From an optimization exercise on the open Yosys and OpenROAD flow, aimed at small area and a short achievable clock period; shortcuts taken in it are not production practice.
Only simulation tests tie the RTL to the original design; equivalence was not proved.

==> inputs of v31 <==
==> flow/design.v <==
module Posit_Adder(A1,B1,clk, reset,OUT);
  input  [0:31] A1, B1;
  input  clk, reset;
  output reg [0:31] OUT;
  reg [31:0] a, b;           
  reg        r1, r2;         
  reg [27:0] s2_w;           
  reg [9:0]  s2_sc;          
  reg        s2_s;           
  reg        s2_k;           
  function [30:0] cneg;
    input s;
    input [30:0] x;
    integer i;
    reg p;
    begin
      p = 1'b0;
      for (i = 0; i < 31; i = i + 1) begin
        cneg[i] = x[i] ^ (s & p);
        p = p | x[i];
      end
    end
  endfunction
  function [38:0] strip;
    input [30:0] m;
    reg rb;
    reg [29:0] v;
    reg [4:0] c;
    begin
      rb = m[30];
      v = m[29:0];
      c = 5'd0;
      if (v[29:14] == {16{rb}}) begin v = {v[13:0], 16'd0}; c[4] = 1'b1; end
      if (v[29:22] == {8{rb}})  begin v = {v[21:0], 8'd0};  c[3] = 1'b1; end
      if (v[29:26] == {4{rb}})  begin v = {v[25:0], 4'd0};  c[2] = 1'b1; end
      if (v[29:28] == {2{rb}})  begin v = {v[27:0], 2'd0};  c[1] = 1'b1; end
      if (v[29] == rb)          begin v = {v[28:0], 1'd0};  c[0] = 1'b1; end
      strip = {~rb, c ^ {5{~rb}}, v[28:25], v[28:0]};
    end
  endfunction
  function [13:0] radd14;
    input [13:0] x;
    input [13:0] y;
    input ci;
    integer i;
    reg c;
    begin
      c = ci;
      for (i = 0; i < 14; i = i + 1) begin
        radd14[i] = x[i] ^ y[i] ^ c;
        c = (x[i] & y[i]) | (x[i] & c) | (y[i] & c);
      end
    end
  endfunction
  function carry14;
    input [13:0] x;
    input [13:0] y;
    input ci;
    integer i;
    reg c;
    begin
      c = ci;
      for (i = 0; i < 14; i = i + 1)
        c = (x[i] & y[i]) | (x[i] & c) | (y[i] & c);
      carry14 = c;
    end
  endfunction
  wire sa = a[31];
  wire sb = b[31];
  wire [30:0] ma = cneg(sa, a[30:0]);
  wire [30:0] mb = cneg(sb, b[30:0]);
  wire za = (a[30:0] == 31'd0);
  wire zb = (b[30:0] == 31'd0);
  wire nar = (za & sa) | (zb & sb);
  reg gt;
  integer j;
  always @* begin
    gt = 1'b0;
    for (j = 0; j < 31; j = j + 1)
      gt = (mb[j] & ~ma[j]) | (mb[j] & gt) | (~ma[j] & gt);
  end
  wire [30:0] mL = gt ? mb : ma;
  wire [30:0] mS = gt ? ma : mb;
  wire sL = gt ? sb : sa;
  wire sS = gt ? sa : sb;
  wire [38:0] dL = strip(mL);
  wire [38:0] dS = strip(mS);
  wire [9:0]  scL = dL[38:29];
  wire [9:0]  scS = dS[38:29];
  wire [24:0] fL = dL[24:0];
  wire [24:0] fS = dS[24:0];
  wire [9:0] ext = scL - scS;
  wire [32:0] xs = (ext[9:6] != 4'd0) ? 33'd0 : ({~(za | zb), fS, 7'd0} >> ext[5:0]);
  wire sticky = |xs[5:0];
  wire sub = sL ^ sS;
  wire [27:0] XL = {2'b01, fL, 1'b0};
  wire [27:0] XS = {1'b0, xs[32:6]} ^ {28{sub}};
  wire        ci = sub & ~sticky;
  wire [13:0] w_lo  = radd14(XL[13:0], XS[13:0], ci);
  wire        c14   = carry14(XL[13:0], XS[13:0], ci);
  wire [13:0] w_hi0 = radd14(XL[27:14], XS[27:14], 1'b0);
  wire [13:0] w_hi1 = radd14(XL[27:14], XS[27:14], 1'b1);
  wire [27:0] W = {c14 ? w_hi1 : w_hi0, w_lo};
  wire kill1 = nar | (za & zb);
  reg [27:0] v;
  reg [4:0]  q;
  always @* begin
    v = s2_w;
    q = 5'd0;
    if (v[27:12] == 16'd0) begin v = {v[11:0], 16'd0}; q[4] = 1'b1; end
    if (v[27:20] == 8'd0)  begin v = {v[19:0], 8'd0};  q[3] = 1'b1; end
    if (v[27:24] == 4'd0)  begin v = {v[23:0], 4'd0};  q[2] = 1'b1; end
    if (v[27:26] == 2'd0)  begin v = {v[25:0], 2'd0};  q[1] = 1'b1; end
    if (v[27] == 1'b0)     begin v = {v[26:0], 1'd0};  q[0] = 1'b1; end
  end
  wire wz = ~v[27];           
  wire [10:0] fs   = {s2_sc[9], s2_sc} + 11'd1 - {6'd0, q};
  wire        kneg = fs[10];
  wire [5:0]  nsh  = fs[9:4] ^ {6{kneg}};
  wire signed [30:0] ev = {~kneg, kneg, fs[3:0], v[26:2]};
  wire [30:0] evsh = ev >>> nsh[4:0];
  wire [30:0] R    = nsh[5] ? {31{~kneg}} : evsh;
  wire        osign = s2_s & (s2_k | ~wz);
  wire [30:0] omag  = cneg(osign, R);
  always @(posedge clk) begin
    a     <= A1;
    b     <= B1;
    r1    <= reset;
    r2    <= r1;
    s2_w  <= W;
    s2_sc <= scL;
    s2_s  <= nar | sL;
    s2_k  <= kill1;
    if (reset | r2)
      OUT <= 32'd0;
    else
      OUT <= {osign, (s2_k | wz) ? 31'd0 : omag};
  end
endmodule
==> flow/run.sh <==
#!/bin/bash
# synth_recipe.tcl (not shown) runs the flow's synth.tcl, then flattens the netlist and writes it again
# the make line also repeats each setting of config.mk as NAME=value (left out here)
make -C /OpenROAD-flow-scripts/flow DESIGN_CONFIG=/design/flow/config.mk WORK_HOME=/design/flow/orfs CLKGATE_MAP_FILE= SYNTH_SCRIPT=/design/flow/synth_recipe.tcl finish
==> flow/config.mk <==
export PLATFORM = sky130hd
export DESIGN_NAME = Posit_Adder
export DESIGN_NICKNAME = Posit_Adder
export VERILOG_FILES = /design/flow/design.v
export SDC_FILE = /design/flow/constraint.sdc
export NUM_CORES = 4
export LEC_CHECK = 0
export ABC_AREA = 1
export CAP_MARGIN = 20
export CORE_MARGIN = 2
export CORE_UTILIZATION = 40
export SLEW_MARGIN = 20
==> flow/constraint.sdc <==
create_clock -name core_clock -period 120.0 [get_ports {clk}]
set_input_delay 24.0000 -clock core_clock [delete_from_list [all_inputs] [get_ports {clk}]]
set_output_delay 24.0000 -clock core_clock [all_outputs]
set_load 0.01 [all_outputs]
==> inputs of v35, as changes to v31 <==
--- a/flow/design.v
+++ b/flow/design.v
@@ -6,3 +6,5 @@
   reg        r1, r2;         
-  reg [27:0] s2_w;           
+  reg [24:0] s2_fl;          
+  reg [27:0] s2_xs;          
+  reg        s2_ci;          
   reg [9:0]  s2_sc;          
@@ -19,2 +21,22 @@
         cneg[i] = x[i] ^ (s & p);
+        p = p | x[i];
+      end
+    end
+  endfunction
+  function [30:0] cnegf;
+    input s;
+    input [30:0] x;
+    integer i;
+    reg [3:0] bo;
+    reg p, q;
+    begin
+      for (i = 0; i < 4; i = i + 1)
+        bo[i] = |(({1'b0, x} >> (8 * i)) & 32'hFF);
+      q = 1'b0;
+      for (i = 0; i < 31; i = i + 1) begin
+        if (i % 8 == 0) begin
+          p = q;
+          q = q | bo[i / 8];
+        end
+        cnegf[i] = x[i] ^ (s & p);
         p = p | x[i];
@@ -95,7 +117,7 @@
   wire sub = sL ^ sS;
-  wire [27:0] XL = {2'b01, fL, 1'b0};
-  wire [27:0] XS = {1'b0, xs[32:6]} ^ {28{sub}};
-  wire        ci = sub & ~sticky;
-  wire [13:0] w_lo  = radd14(XL[13:0], XS[13:0], ci);
-  wire        c14   = carry14(XL[13:0], XS[13:0], ci);
+  wire kill1 = nar | (za & zb);
+  wire [27:0] XL = {2'b01, s2_fl, 1'b0};
+  wire [27:0] XS = s2_xs;
+  wire [13:0] w_lo  = radd14(XL[13:0], XS[13:0], s2_ci);
+  wire        c14   = carry14(XL[13:0], XS[13:0], s2_ci);
   wire [13:0] w_hi0 = radd14(XL[27:14], XS[27:14], 1'b0);
@@ -103,3 +125,2 @@
   wire [27:0] W = {c14 ? w_hi1 : w_hi0, w_lo};
-  wire kill1 = nar | (za & zb);
   reg [27:0] v;
@@ -107,3 +128,3 @@
   always @* begin
-    v = s2_w;
+    v = W;
     q = 5'd0;
@@ -123,3 +144,3 @@
   wire        osign = s2_s & (s2_k | ~wz);
-  wire [30:0] omag  = cneg(osign, R);
+  wire [30:0] omag  = cnegf(osign, R);
   always @(posedge clk) begin
@@ -129,3 +150,5 @@
     r2    <= r1;
-    s2_w  <= W;
+    s2_fl  <= fL;
+    s2_xs  <= {1'b0, xs[32:6]} ^ {28{sub}};
+    s2_ci  <= sub & ~sticky;
     s2_sc <= scL;
==> flow/flow/run.sh (new file) <==
#!/bin/bash
# Layout flow: the standard flow (standard.sh), with one change in
# synthesis: ABC maps the logic with an area-oriented mapper (amap), then
# buffers and resizes gates for delay. Registers, their names and cells are
# those of the standard synthesis, which runs unchanged up to the ABC call.
set -euo pipefail
W=$(pwd)

cp "$W/flow/abc_map.script" "$W/abc_map.script"

# synth_recipe.tcl with ABC's script replaced by ours
{
  printf '%s\n' "proc abc {args} {" \
    "  set i [lsearch -exact \$args -script]" \
    "  if {\$i >= 0} { lset args [expr {\$i + 1}] {$W/abc_map.script} }" \
    "  yosys abc {*}\$args" \
    "}"
  cat "$W/synth_recipe.tcl"
} > "$W/flow_synth.tcl"

grep -q "$W/synth_recipe.tcl" "$W/standard.sh"
sed "s#$W/synth_recipe.tcl#$W/flow_synth.tcl#g" "$W/standard.sh" > "$W/flow_standard.sh"

bash "$W/flow_standard.sh" > "$W/flow_make.log" 2>&1
test -f "$W/out/final.def"
==> flow/flow/abc_map.script (new file) <==
strash
dch
amap
topo
stime -c
buffer -c
upsize -c
dnsize -c
==> flow/standard.sh (new file) <==
#!/bin/bash
# synth_recipe.tcl (not shown) runs the flow's synth.tcl, then flattens the netlist and writes it again
# the make line also repeats each setting of config.mk as NAME=value (left out here)
make -C /OpenROAD-flow-scripts/flow DESIGN_CONFIG=/design/flow/config.mk WORK_HOME=/design/flow/orfs CLKGATE_MAP_FILE= SYNTH_SCRIPT=/design/flow/synth_recipe.tcl "${@:-finish}"
--- a/flow/config.mk
+++ b/flow/config.mk
@@ -7,3 +7,2 @@
 export LEC_CHECK = 0
-export ABC_AREA = 1
 export CAP_MARGIN = 20
removed: flow/run.sh
==> inputs of v26, as changes to v31 <==
--- a/flow/design.v
+++ b/flow/design.v
@@ -6,3 +6,5 @@
   reg        r1, r2;         
-  reg [27:0] s2_w;           
+  reg [24:0] s2_fl;          
+  reg [27:0] s2_xs;          
+  reg        s2_ci;          
   reg [9:0]  s2_sc;          
@@ -19,2 +21,22 @@
         cneg[i] = x[i] ^ (s & p);
+        p = p | x[i];
+      end
+    end
+  endfunction
+  function [30:0] cnegf;
+    input s;
+    input [30:0] x;
+    integer i;
+    reg [3:0] bo;
+    reg p, q;
+    begin
+      for (i = 0; i < 4; i = i + 1)
+        bo[i] = |(({1'b0, x} >> (8 * i)) & 32'hFF);
+      q = 1'b0;
+      for (i = 0; i < 31; i = i + 1) begin
+        if (i % 8 == 0) begin
+          p = q;
+          q = q | bo[i / 8];
+        end
+        cnegf[i] = x[i] ^ (s & p);
         p = p | x[i];
@@ -95,7 +117,7 @@
   wire sub = sL ^ sS;
-  wire [27:0] XL = {2'b01, fL, 1'b0};
-  wire [27:0] XS = {1'b0, xs[32:6]} ^ {28{sub}};
-  wire        ci = sub & ~sticky;
-  wire [13:0] w_lo  = radd14(XL[13:0], XS[13:0], ci);
-  wire        c14   = carry14(XL[13:0], XS[13:0], ci);
+  wire kill1 = nar | (za & zb);
+  wire [27:0] XL = {2'b01, s2_fl, 1'b0};
+  wire [27:0] XS = s2_xs;
+  wire [13:0] w_lo  = radd14(XL[13:0], XS[13:0], s2_ci);
+  wire        c14   = carry14(XL[13:0], XS[13:0], s2_ci);
   wire [13:0] w_hi0 = radd14(XL[27:14], XS[27:14], 1'b0);
@@ -103,3 +125,2 @@
   wire [27:0] W = {c14 ? w_hi1 : w_hi0, w_lo};
-  wire kill1 = nar | (za & zb);
   reg [27:0] v;
@@ -107,3 +128,3 @@
   always @* begin
-    v = s2_w;
+    v = W;
     q = 5'd0;
@@ -123,3 +144,3 @@
   wire        osign = s2_s & (s2_k | ~wz);
-  wire [30:0] omag  = cneg(osign, R);
+  wire [30:0] omag  = cnegf(osign, R);
   always @(posedge clk) begin
@@ -129,3 +150,5 @@
     r2    <= r1;
-    s2_w  <= W;
+    s2_fl  <= fL;
+    s2_xs  <= {1'b0, xs[32:6]} ^ {28{sub}};
+    s2_ci  <= sub & ~sticky;
     s2_sc <= scL;
==> flow/flow/run.sh (new file) <==
#!/bin/bash
# Layout flow: the standard flow (standard.sh), with one change in
# synthesis: ABC restructures the logic (&dc2, &syn3, &dch), maps it with an
# area-oriented mapper (amap), then
# buffers and resizes gates for delay, then downsizes gates off the critical
# paths. Registers, their names and cells are
# those of the standard synthesis, which runs unchanged up to the ABC call.
# Placement buffers each port with buf_1 instead of the default buffer.
set -euo pipefail
W=$(pwd)

cp "$W/flow/abc_map.script" "$W/abc_map.script"

# synth_recipe.tcl with ABC's script replaced by ours
{
  printf '%s\n' "proc abc {args} {" \
    "  set i [lsearch -exact \$args -script]" \
    "  if {\$i >= 0} { lset args [expr {\$i + 1}] {$W/abc_map.script} }" \
    "  yosys abc {*}\$args" \
    "}"
  cat "$W/synth_recipe.tcl"
} > "$W/flow_synth.tcl"

grep -q "$W/synth_recipe.tcl" "$W/standard.sh"
sed "s#$W/synth_recipe.tcl#$W/flow_synth.tcl#g" "$W/standard.sh" > "$W/flow_standard.sh"

# every port still gets its own buffer, the smallest one
bash "$W/flow_standard.sh" "BUFFER_PORTS_ARGS=-buffer_cell sky130_fd_sc_hd__buf_1" finish \
  > "$W/flow_make.log" 2>&1
test -f "$W/out/final.def"
==> flow/flow/abc_map.script (new file) <==
&get -n
&st
&dc2
&syn3
&dch
&put
amap
topo
stime -c
buffer -c
upsize -c
dnsize -c
stime -c
dnsize -c -D 20000 -I 20
stime -c
==> flow/standard.sh (new file) <==
#!/bin/bash
# synth_recipe.tcl (not shown) runs the flow's synth.tcl, then flattens the netlist and writes it again
# the make line also repeats each setting of config.mk as NAME=value (left out here)
make -C /OpenROAD-flow-scripts/flow DESIGN_CONFIG=/design/flow/config.mk WORK_HOME=/design/flow/orfs CLKGATE_MAP_FILE= SYNTH_SCRIPT=/design/flow/synth_recipe.tcl "${@:-finish}"
--- a/flow/config.mk
+++ b/flow/config.mk
@@ -7,6 +7,6 @@
 export LEC_CHECK = 0
-export ABC_AREA = 1
 export CAP_MARGIN = 20
 export CORE_MARGIN = 2
-export CORE_UTILIZATION = 40
+export CORE_UTILIZATION = 60
+export CTS_BUF_LIST = sky130_fd_sc_hd__clkbuf_8
 export SLEW_MARGIN = 20
removed: flow/run.sh
==> inputs of v22, as changes to v31 <==
--- a/flow/design.v
+++ b/flow/design.v
@@ -6,3 +6,5 @@
   reg        r1, r2;         
-  reg [27:0] s2_w;           
+  reg [24:0] s2_fl;          
+  reg [27:0] s2_xs;          
+  reg        s2_ci;          
   reg [9:0]  s2_sc;          
@@ -19,2 +21,22 @@
         cneg[i] = x[i] ^ (s & p);
+        p = p | x[i];
+      end
+    end
+  endfunction
+  function [30:0] cnegf;
+    input s;
+    input [30:0] x;
+    integer i;
+    reg [3:0] bo;
+    reg p, q;
+    begin
+      for (i = 0; i < 4; i = i + 1)
+        bo[i] = |(({1'b0, x} >> (8 * i)) & 32'hFF);
+      q = 1'b0;
+      for (i = 0; i < 31; i = i + 1) begin
+        if (i % 8 == 0) begin
+          p = q;
+          q = q | bo[i / 8];
+        end
+        cnegf[i] = x[i] ^ (s & p);
         p = p | x[i];
@@ -95,7 +117,7 @@
   wire sub = sL ^ sS;
-  wire [27:0] XL = {2'b01, fL, 1'b0};
-  wire [27:0] XS = {1'b0, xs[32:6]} ^ {28{sub}};
-  wire        ci = sub & ~sticky;
-  wire [13:0] w_lo  = radd14(XL[13:0], XS[13:0], ci);
-  wire        c14   = carry14(XL[13:0], XS[13:0], ci);
+  wire kill1 = nar | (za & zb);
+  wire [27:0] XL = {2'b01, s2_fl, 1'b0};
+  wire [27:0] XS = s2_xs;
+  wire [13:0] w_lo  = radd14(XL[13:0], XS[13:0], s2_ci);
+  wire        c14   = carry14(XL[13:0], XS[13:0], s2_ci);
   wire [13:0] w_hi0 = radd14(XL[27:14], XS[27:14], 1'b0);
@@ -103,3 +125,2 @@
   wire [27:0] W = {c14 ? w_hi1 : w_hi0, w_lo};
-  wire kill1 = nar | (za & zb);
   reg [27:0] v;
@@ -107,3 +128,3 @@
   always @* begin
-    v = s2_w;
+    v = W;
     q = 5'd0;
@@ -123,3 +144,3 @@
   wire        osign = s2_s & (s2_k | ~wz);
-  wire [30:0] omag  = cneg(osign, R);
+  wire [30:0] omag  = cnegf(osign, R);
   always @(posedge clk) begin
@@ -129,3 +150,5 @@
     r2    <= r1;
-    s2_w  <= W;
+    s2_fl  <= fL;
+    s2_xs  <= {1'b0, xs[32:6]} ^ {28{sub}};
+    s2_ci  <= sub & ~sticky;
     s2_sc <= scL;
==> flow/flow/run.sh (new file) <==
#!/bin/bash
# Layout flow: the standard flow (standard.sh), with one change in
# synthesis: ABC restructures the logic (&dc2, &syn3, &dch), maps it with an
# area-oriented mapper (amap), then
# buffers and resizes gates for delay. Registers, their names and cells are
# those of the standard synthesis, which runs unchanged up to the ABC call.
# Placement buffers each port with buf_1 instead of the default buffer.
set -euo pipefail
W=$(pwd)

cp "$W/flow/abc_map.script" "$W/abc_map.script"

# synth_recipe.tcl with ABC's script replaced by ours
{
  printf '%s\n' "proc abc {args} {" \
    "  set i [lsearch -exact \$args -script]" \
    "  if {\$i >= 0} { lset args [expr {\$i + 1}] {$W/abc_map.script} }" \
    "  yosys abc {*}\$args" \
    "}"
  cat "$W/synth_recipe.tcl"
} > "$W/flow_synth.tcl"

grep -q "$W/synth_recipe.tcl" "$W/standard.sh"
sed "s#$W/synth_recipe.tcl#$W/flow_synth.tcl#g" "$W/standard.sh" > "$W/flow_standard.sh"

# every port still gets its own buffer, the smallest one
bash "$W/flow_standard.sh" "BUFFER_PORTS_ARGS=-buffer_cell sky130_fd_sc_hd__buf_1" finish \
  > "$W/flow_make.log" 2>&1
test -f "$W/out/final.def"
==> flow/flow/abc_map.script (new file) <==
&get -n
&st
&dc2
&syn3
&dch
&put
amap
topo
stime -c
buffer -c
upsize -c
dnsize -c
==> flow/standard.sh (new file) <==
#!/bin/bash
# synth_recipe.tcl (not shown) runs the flow's synth.tcl, then flattens the netlist and writes it again
# the make line also repeats each setting of config.mk as NAME=value (left out here)
make -C /OpenROAD-flow-scripts/flow DESIGN_CONFIG=/design/flow/config.mk WORK_HOME=/design/flow/orfs CLKGATE_MAP_FILE= SYNTH_SCRIPT=/design/flow/synth_recipe.tcl "${@:-finish}"
--- a/flow/config.mk
+++ b/flow/config.mk
@@ -7,3 +7,2 @@
 export LEC_CHECK = 0
-export ABC_AREA = 1
 export CAP_MARGIN = 20
removed: flow/run.sh
==> comparison table <==
|  | v26 | v22 | v35 | v31 |
|---|---|---|---|---|
| Result of the run | no timing/DRC/antenna violations | no timing/DRC/antenna violations | no timing/DRC/antenna violations | no timing/DRC/antenna violations |
| Post-placement setup slack | 94710 ps | 94640 ps | 94430 ps | 94270 ps |
| Sequential area share after synthesis | 24.2% | 23.8% | 22.6% | 15.1% |
| Die width | 155 um | 190 um | 195 um | 218 um |
| Share of synthesized cell area in and, or, nand and nor gates | 18.9% | 18.9% | 18.3% | 38.6% |
| Effective utilization at floorplan | 60.6% | 40.9% | 40.8% | 40.4% |
| Maximum clock frequency | 40.0 MHz | 40.1 MHz | 39.5 MHz | 39.5 MHz |
| Number of antenna violations at the first check in global routing | 0 | 1 | 0 | 0 |
| Detailed-route wire length | 40.9 mm | 43.6 mm | 44.7 mm | 53.1 mm |
| Portion of synthesized cell area occupied by the leading cell type | 24.2% | 23.8% | 22.6% | 18.9% |
| Worst setup path end | OUT[4] | OUT[7] | OUT[10] | OUT[19] |
| Tapcell count | 285 | 448 | 461 | 600 |
| Arrival time worst endpoint | 1010 ps | 930 ps | 1330 ps | 1340 ps |
| Clock skew after layout | 34.7 ps | 22.8 ps | 10.7 ps | 18.3 ps |
| Multi-input gate area | 9260 um2 | 9360 um2 | 10000 um2 | 12600 um2 |
| Clock-cell share of area | 2.85% | 3.90% | 3.59% | 2.93% |
| Worst Reg2Reg Path Length in Cells | 103 | 103 | 105 | 89 |
| Worst R2R End | OUT[1] | OUT[1] | OUT[8] | s2_w[26] |
| Largest net degree at the start of global routing | 65 | 65 | 64 | 125 |
| Share of synthesized cell area in full adder, half adder and majority cells | 5.89% | 5.81% | 5.51% | 4.38% |

## what the ideal ports hide
In the flow no input, the clock included, has a driving cell. The finished layouts below were timed again as built, in two steps. Step 1 (the two cells are an assumption about what drives the block):
set clk [get_ports {clk}]
set_driving_cell -lib_cell sky130_fd_sc_hd__clkbuf_16 $clk
set_driving_cell -lib_cell sky130_fd_sc_hd__buf_2 [delete_from_list [all_inputs] $clk]
Step 2 moves the port delays by t, midway between the first and last clock arrival at a register: inputs arrive t later, outputs are due t later. That takes back most of the time a late clock gives input paths. Slacks: no drivers / after step 1 / after step 2; pairs: no drivers / after step 1.
run | shift t [ns] | setup WS [ns] | worst data-port slew with drivers (ns)
v31 | 0.539 | 94.660 / 94.602 / 94.293 | 0.04
v35 | 0.491 | 94.671 / 94.620 / 94.428 | 0.04
v26 | 0.517 | 94.995 / 94.948 / 94.781 | 0.03
v22 | 0.490 | 95.074 / 95.020 / 94.721 | 0.04
After both steps setup and hold are still met in every run listed. The setup slack of v31, which loses most, moves by -0.058 ns with the drivers and by -0.367 ns with both steps.
